Background: an optimization exercise with open tools, aiming at small area. Do not read the settings as production practice. At most, simulation tests tie the RTL to the original design; equivalence was not proved. Power figures rest on the tool's default switching activity, not on a simulated workload.

## job 103
==> flow/design.v <==
`default_nettype none
module top(
           input  CLK,
           input  RST,
           input  BTN1,
           input  BTN2,
           input  BTN3,
           output LED1,
           output LED2,
           output LED3,
           output LED4,
           output LED5,
           output LEDR_N,
           output LEDG_N,
           output P1A1,
           output P1A2,
           output P1A3,
           output P1A4,
           output P1A7,
           output P1A8,
           output P1A9,
           output P1A10
           );
   wire p1, r1, p2, r2, p3, r3;
   debounce db1(.clk(CLK), .rst(RST), .pin(BTN1), .press(p1), .release_(r1));
   debounce db2(.clk(CLK), .rst(RST), .pin(BTN2), .press(p2), .release_(r2));
   debounce db3(.clk(CLK), .rst(RST), .pin(BTN3), .press(p3), .release_(r3));
   reg [1:0] radix, radix_nx;
   reg       ovr_radix, ovr_radix_nx;    
   reg       hz, hz_nx;                  
   reg       fi_active, fi_active_nx;
   reg       bu_active, bu_active_nx;
   always @(*) begin
      radix_nx = radix;
      ovr_radix_nx = ovr_radix;
      hz_nx = hz;
      fi_active_nx = fi_active;
      bu_active_nx = bu_active;
      if (p1) radix_nx = radix + 1;
      if (p2 | p3) ovr_radix_nx = 0;
      else if (p1) ovr_radix_nx = 1;
      if (r3) hz_nx = 0;
      else if (p3) hz_nx = 1;
      else if (r2) hz_nx = 0;
      else if (p2) hz_nx = 1;
      else if (r1) hz_nx = 0;
      else if (p1) hz_nx = 1;
      if (p2) fi_active_nx = ~fi_active;
      if (p3) bu_active_nx = ~bu_active;
      if (RST) begin
         radix_nx = 0; ovr_radix_nx = 0; hz_nx = 0; fi_active_nx = 0; bu_active_nx = 0;
      end
   end
   always @(posedge CLK) begin
      radix <= radix_nx;
      ovr_radix <= ovr_radix_nx;
      hz <= hz_nx;
      fi_active <= fi_active_nx;
      bu_active <= bu_active_nx;
   end
   reg [3:0] fc;
   reg [8:0] msec;
   reg [3:0] tens, ones, tens_nx, ones_nx;
   reg       overflow, overflow_nx;
   reg [8:0] msec_nx;
   reg [3:0] fc_nx;
   wire      tick = (fc == 4'd15);
   wire      msec_zero = (msec == 0);
   wire      inc = (fc == 4'd11) && (msec == 9'd89);
   reg [3:0] max;
   always @(*)
     case (radix)
       2'd0: max = 4'd9;
       2'd1: max = 4'd7;
       2'd2: max = 4'd15;
       2'd3: max = 4'd1;
     endcase
   always @(*) begin
      if (tick)
        fc_nx = 4'd11;
      else if (fc == 4'd0)
        fc_nx = 4'd15;
      else
        fc_nx = fc - 1;
      tens_nx = tens;
      ones_nx = ones;
      msec_nx = msec;
      overflow_nx = overflow;
      if (tick) begin
         if (hz) begin
            tens_nx = 0;
            ones_nx = 0;
            msec_nx = 0;
         end
         else if (!msec_zero) begin
            msec_nx = {msec[7:0], ~(msec[8] ^ msec[4])};
            overflow_nx = 0;
         end
         else begin
            msec_nx = 9'd89;
            if (ones == max) begin
               ones_nx = 0;
               if (tens == max) begin
                  tens_nx = 0;
                  overflow_nx = 1;
               end
               else
                 tens_nx = tens + 1;
            end
            else
              ones_nx = ones + 1;
         end
      end
      if (RST) begin
         fc_nx = 0; tens_nx = 0; ones_nx = 0; msec_nx = 0; overflow_nx = 0;
      end
   end
   always @(posedge CLK) begin
      fc <= fc_nx;
      msec <= msec_nx;
      tens <= tens_nx;
      ones <= ones_nx;
      overflow <= overflow_nx;
   end
   reg [1:0] fs, fs_nx;
   reg [2:0] bs, bs_nx;
   wire      fi = (fs == 2'd3);
   wire      bu = (bs == 3'd5);
   always @(*) begin
      fs_nx = fs;
      bs_nx = bs;
      if (RST | hz | overflow) begin
         fs_nx = 0; bs_nx = 0;
      end
      else if (inc) begin
         fs_nx = (fs == 2'd3) ? 2'd1 : fs + 1;
         bs_nx = (bs == 3'd5) ? 3'd1 : bs + 1;
      end
   end
   always @(posedge CLK) begin
      fs <= fs_nx;
      bs <= bs_nx;
   end
   wire      any_press = p1 | p2 | p3;
   wire      any_release = r1 | r2 | r3;
   reg       counting;
   reg       center_led;
   reg       ring_f, ring_b;
   reg [14:0] d;    
   wire      dur_nz = |d;
   wire      sat = (d == 15'h7f01);
   wire [14:0] fwd = {d[13:0], ~(d[14] ^ d[13])};
   wire [14:0] bwd = {~(d[0] ^ d[14]), d[14:1]};
   always @(posedge CLK) begin
      if (RST) begin
         counting <= 0; center_led <= 0; ring_f <= 0; ring_b <= 0; d <= 0;
      end
      else begin
         if (any_release) counting <= 0;
         else if (any_press) counting <= 1;
         center_led <= counting;
         if (counting) begin
            ring_f <= 0; ring_b <= 0;
            if (!sat)
              d <= fwd;
            else if (any_press)
              d <= 0;
         end
         else begin
            ring_f <= dur_nz | fi;
            ring_b <= dur_nz | bu;
            if (dur_nz)
              d <= bwd;
         end
      end
   end
   assign LED1 = center_led;
   assign LED2 = ring_f;
   assign LED3 = ring_f;
   assign LED4 = ring_b;
   assign LED5 = ring_b;
   assign LEDR_N = ~bu_active;
   assign LEDG_N = ~fi_active;
   localparam [4:0] C_BLANK = 5'd16, C_O = 5'd17, C_H = 5'd18, C_I = 5'd19, C_U = 5'd20;
   localparam [4:0] C_D = 5'd13, C_B = 5'd11, C_F = 5'd15, C_8 = 5'd8;
   wire       dfi = fi_active & fi;
   wire       dbu = bu_active & bu;
   wire       bright = dfi | dbu;
   wire [2:0] override = ovr_radix ? {1'b0, radix} + 3'd1 : 3'd0;
   wire [2:0] all_ovrd = (dfi & dbu) ? 3'd7 : dfi ? 3'd5 : dbu ? 3'd6 : override;
   wire       ena_nx = hz_nx | (fi_active_nx & (fs_nx == 2'd3)) | (bu_active_nx & (bs_nx == 3'd5));
   wire       blank_nx = (tens_nx == 0) && (radix_nx == 2'd0);
   reg [10:0] dc;
   wire [3:0] st = dc[3:0];
   wire       blinker = (dc[10] | dc[9]) & bright;
   wire       right = st[3] ^ st[2];
   wire       load_sym = (st == 4'd15) || (st == 4'd2) || (st == 4'd7) || (st == 4'd10);
   reg [4:0]  ovr_sym;
   always @(*)
     if (!right)
       case (all_ovrd)
         3'd0: ovr_sym = C_BLANK;
         3'd1: ovr_sym = C_D;
         3'd2: ovr_sym = C_O;
         3'd3: ovr_sym = C_H;
         3'd4: ovr_sym = C_B;
         3'd5: ovr_sym = C_F;
         3'd6: ovr_sym = C_B;
         3'd7: ovr_sym = C_F;
       endcase
     else
       case (all_ovrd)
         3'd5: ovr_sym = C_I;
         3'd6: ovr_sym = C_U;
         3'd7: ovr_sym = C_B;
         default: ovr_sym = C_BLANK;
       endcase
   wire [4:0] sym_nx = ena_nx ? ovr_sym :
                       (!right && blank_nx) ? C_BLANK :
                       {1'b0, right ? ones : tens};
   reg [4:0]  sym;
   always @(posedge CLK)
     if (RST)
       sym <= C_BLANK;
     else if (load_sym)
       sym <= sym_nx;
   reg [4:0]  shown;
   reg        dsel;
   always @(posedge CLK) begin
      if (RST) begin
         dc <= 0; shown <= C_8; dsel <= 0;
      end
      else begin
         dc <= dc + 1;
         case (st)
           4'd0: dsel <= 0;
           4'd1, 4'd9: shown <= blinker ? C_BLANK : sym;
           4'd4, 4'd12: shown <= (~bright | blinker) ? C_BLANK : sym;
           4'd7, 4'd15: shown <= C_BLANK;
           4'd8: dsel <= 1;
           default: ;
         endcase
      end
   end
   wire [31:0] hot = 32'd1 << shown;
   wire [6:0]  seg;
   assign seg[0] = |(hot & 32'h0000d7ed);
   assign seg[1] = |(hot & 32'h0000279f);
   assign seg[2] = |(hot & 32'h00162ffb);
   assign seg[3] = |(hot & 32'h00127b6d);
   assign seg[4] = |(hot & 32'h001efd45);
   assign seg[5] = |(hot & 32'h0004df71);
   assign seg[6] = |(hot & 32'h0006ef7c);
   assign {P1A10, P1A9, P1A8, P1A7, P1A4, P1A3, P1A2, P1A1} = {dsel, ~seg};
endmodule  
module debounce(input clk, input rst, input pin, output press, output release_);
   reg       is_down, was_down;
   reg [6:0] cnt;
   wire      low0 = (cnt[5:1] == 0);
   wire      idle = low0 & ~cnt[6] & ~cnt[0];
   wire      first = low0 & ~cnt[6] & cnt[0];
   wire      last = low0 & cnt[6] & ~cnt[0];
   wire      fb = (cnt[6] ^ cnt[5]) & ~last | idle & (is_down ^ was_down);
   always @(posedge clk)
     if (rst) begin
        is_down <= 0; was_down <= 0; cnt <= 0;
     end
     else begin
        was_down <= is_down;
        if (idle) is_down <= pin;
        cnt <= {cnt[5:0], fb};
     end
   assign press = first & was_down;
   assign release_ = first & ~was_down;
endmodule  
clock: 10.0 ns
lec_check: 0
cap_margin: 20
core_margin: 2
core_utilization: 40
slew_margin: 20
standard.sh (not shown) runs the stock make flow with config.mk's settings and CLKGATE_MAP_FILE= SYNTH_SCRIPT=/design/flow/synth_recipe.tcl, a recipe that flattens the netlist after the stock synthesis.
==> flow/flow/run.sh <==
#!/bin/bash
# Layout flow: the standard synthesis, then an area-oriented re-mapping of
# its combinational logic (flip-flops untouched), then the standard ORFS
# steps with small port buffers and a clock tree of small buffers.
set -uo pipefail
R=orfs/results/${FLOW_PLATFORM}/top/base
LIB=$FLOW_HOME/platforms/sky130hd/lib/sky130_fd_sc_hd__tt_025C_1v80.lib

bash standard.sh synth > synth.log 2>&1 || exit 1
cp $R/1_2_yosys.v std_netlist.v

# Cells the platform does not allow.
DU=""
for c in $(sed -n '/^export DONT_USE_CELLS/,/^$/p' $FLOW_HOME/platforms/sky130hd/config.mk | tr -d '\\' | grep -o 'sky130_fd_sc_hd__[a-z0-9_]*'); do
  DU="$DU -dont_use $c"
done

yosys -p "read_liberty -ignore_miss_func $LIB; blackbox sky130_fd_sc_hd__dfxtp_1; read_verilog std_netlist.v; hierarchy -top top; flatten; opt_clean; abc -liberty $LIB $DU -script flow/area.abc; opt_clean -purge; stat -liberty $LIB; write_verilog -noattr resyn_netlist.v" > resyn.log 2>&1
ok=$?
if [ $ok -eq 0 ]; then
  # Prove the re-mapped netlist equal to the standard one (registers matched by name).
  yosys -p "read_liberty -ignore_miss_func $LIB; read_verilog std_netlist.v; rename top gold; read_verilog resyn_netlist.v; rename top gate; flatten; opt_clean; equiv_make gold gate equiv; hierarchy -top equiv; equiv_simple; equiv_induct; equiv_status -assert" > equiv.log 2>&1
  ok=$?
fi
if [ $ok -eq 0 ] && [ "$(grep -c 'sky130_fd_sc_hd__df' std_netlist.v)" = "$(grep -c 'sky130_fd_sc_hd__df' resyn_netlist.v)" ]; then
  echo "using re-mapped netlist" > netlist_choice.txt
  cp resyn_netlist.v $R/1_2_yosys.v
  rm -f $R/1_synth.odb $R/1_synth.sdc
else
  echo "using standard netlist" > netlist_choice.txt
fi

export BUFFER_PORTS_ARGS="-buffer_cell sky130_fd_sc_hd__buf_1"
export CTS_ARGS="-sink_clustering_enable -repair_clock_nets -dont_use_dummy_load -buf_list sky130_fd_sc_hd__clkbuf_8"
bash standard.sh > flow.log 2>&1
==> flow/flow/area.abc <==
&get -n
&st
&dch
&nf -R 1000
&put
strash
&get -n
&dch
&nf -R 1000
&put
strash
&get -n
&dch
&nf -R 1000
&put
### job 103 -> job 102
--- a/flow/design.v
+++ b/flow/design.v
@@ -140,40 +140,38 @@
    always @(posedge CLK) begin
       fs <= fs_nx;
       bs <= bs_nx;
    end
    wire      any_press = p1 | p2 | p3;
    wire      any_release = r1 | r2 | r3;
+   localparam [14:0] Z = 15'h7f7e;
    reg       counting;
    reg       center_led;
    reg       ring_f, ring_b;
-   reg [14:0] d;    
-   wire      dur_nz = |d;
-   wire      sat = (d == 15'h7f01);
-   wire [14:0] fwd = {d[13:0], ~(d[14] ^ d[13])};
-   wire [14:0] bwd = {~(d[0] ^ d[14]), d[14:1]};
-   always @(posedge CLK) begin
-      if (RST) begin
-         counting <= 0; center_led <= 0; ring_f <= 0; ring_b <= 0; d <= 0;
+   reg [14:0] d;
+   wire      low_ones = &d[13:0];
+   wire      sat = low_ones & d[14];
+   wire      dur_nz = (d != Z);
+   wire [14:0] fwd = {d[13:0], ~(d[14] ^ d[13]) | low_ones};
+   wire [14:0] bwd = {~(d[0] ^ d[14]) & ~sat, d[14:1]};
+   always @(posedge CLK) begin
+      if (RST) begin
+         counting <= 0; center_led <= 0; ring_f <= 0; ring_b <= 0; d <= Z;
       end
       else begin
          if (any_release) counting <= 0;
          else if (any_press) counting <= 1;
          center_led <= counting;
          if (counting) begin
             ring_f <= 0; ring_b <= 0;
-            if (!sat)
-              d <= fwd;
-            else if (any_press)
-              d <= 0;
+            d <= (sat & any_press) ? Z : fwd;
          end
          else begin
             ring_f <= dur_nz | fi;
             ring_b <= dur_nz | bu;
-            if (dur_nz)
-              d <= bwd;
+            d <= dur_nz ? bwd : Z;
          end
       end
    end
    assign LED1 = center_led;
    assign LED2 = ring_f;
    assign LED3 = ring_f;
@@ -222,25 +220,22 @@
    always @(posedge CLK)
      if (RST)
        sym <= C_BLANK;
      else if (load_sym)
        sym <= sym_nx;
    reg [4:0]  shown;
-   reg        dsel;
-   always @(posedge CLK) begin
-      if (RST) begin
-         dc <= 0; shown <= C_8; dsel <= 0;
+   always @(posedge CLK) begin
+      if (RST) begin
+         dc <= 0; shown <= C_8;
       end
       else begin
          dc <= dc + 1;
          case (st)
-           4'd0: dsel <= 0;
            4'd1, 4'd9: shown <= blinker ? C_BLANK : sym;
            4'd4, 4'd12: shown <= (~bright | blinker) ? C_BLANK : sym;
            4'd7, 4'd15: shown <= C_BLANK;
-           4'd8: dsel <= 1;
            default: ;
          endcase
       end
    end
    wire [31:0] hot = 32'd1 << shown;
    wire [6:0]  seg;
@@ -248,12 +243,13 @@
    assign seg[1] = |(hot & 32'h0000279f);
    assign seg[2] = |(hot & 32'h00162ffb);
    assign seg[3] = |(hot & 32'h00127b6d);
    assign seg[4] = |(hot & 32'h001efd45);
    assign seg[5] = |(hot & 32'h0004df71);
    assign seg[6] = |(hot & 32'h0006ef7c);
+   wire       dsel = (st[3] & (st[2:0] != 0)) | ((st == 0) & shown[4]);
    assign {P1A10, P1A9, P1A8, P1A7, P1A4, P1A3, P1A2, P1A1} = {dsel, ~seg};
 endmodule  
 module debounce(input clk, input rst, input pin, output press, output release_);
    reg       is_down, was_down;
    reg [6:0] cnt;
    wire      low0 = (cnt[5:1] == 0);
==> summary.txt <==
As of job 102, final cell area excluding filler cells had risen by more than 10% compared to job 103. Re setup slack at placement: job 103 was higher than job 102. Of job 102 and job 103, job 103 shows the lower routed wire length, with job 102 above it. Job 102 ended up with sym[3] as its end point of the critical path; job 103 ended up with sym[2]. Logic gate share of total power in job 102 vs job 103: up 2.2 points. More vias were needed by job 102 than by job 103. Between job 102 and job 103, headroom to the max-slew limit is higher for job 102, job 103 comes in under that. The critical path data required time number comes out lower for job 103 vs job 102. Total sequential power (higher): job 102. In job 102, the critical path depth came out 1 below the value in job 103. In the flow results for job 102 and job 103, the sum of internal, switching and leakage power is smaller on job 103. Number of global-route vias before repair | job 102 above job 103. Changes observed in job 102 relative to job 103: final cycle utilization of the critical path saw an increase, clock network power saw little to no change, smallest hold slack saw a decrease.
The RTL of job 103 was laid out without a check of its function.

-- what the ideal ports hide --
No port has a modelled driver above. Below, the same layouts with a new extraction and two added sets of constraints.
Step 1 sets driving cells, clkbuf_16 on the clock port and buf_2 on the other inputs (assumed; they add their load-dependent delay and slew).
Step 2, shift: input delay + t, output delay - t, t = (earliest + latest rising clock arrival at the registers) / 2. This alone moves slack from input paths to output paths.
a / b / c = no drivers / after step 1 / after step 2; a / b = the first two.
run | t, ns | setup slack, ns | slew at the worst register clock pin (ns)
job 103 | 0.374 | 5.901 / 5.910 / 5.536 | 0.09 / 0.09
job 102 | 0.388 | 5.812 / 5.823 / 5.435 | 0.10 / 0.10
After both steps setup and hold are still met in every run listed. The setup slack of job 102, which loses most, moves by +0.011 ns with the drivers and by -0.377 ns with both steps.
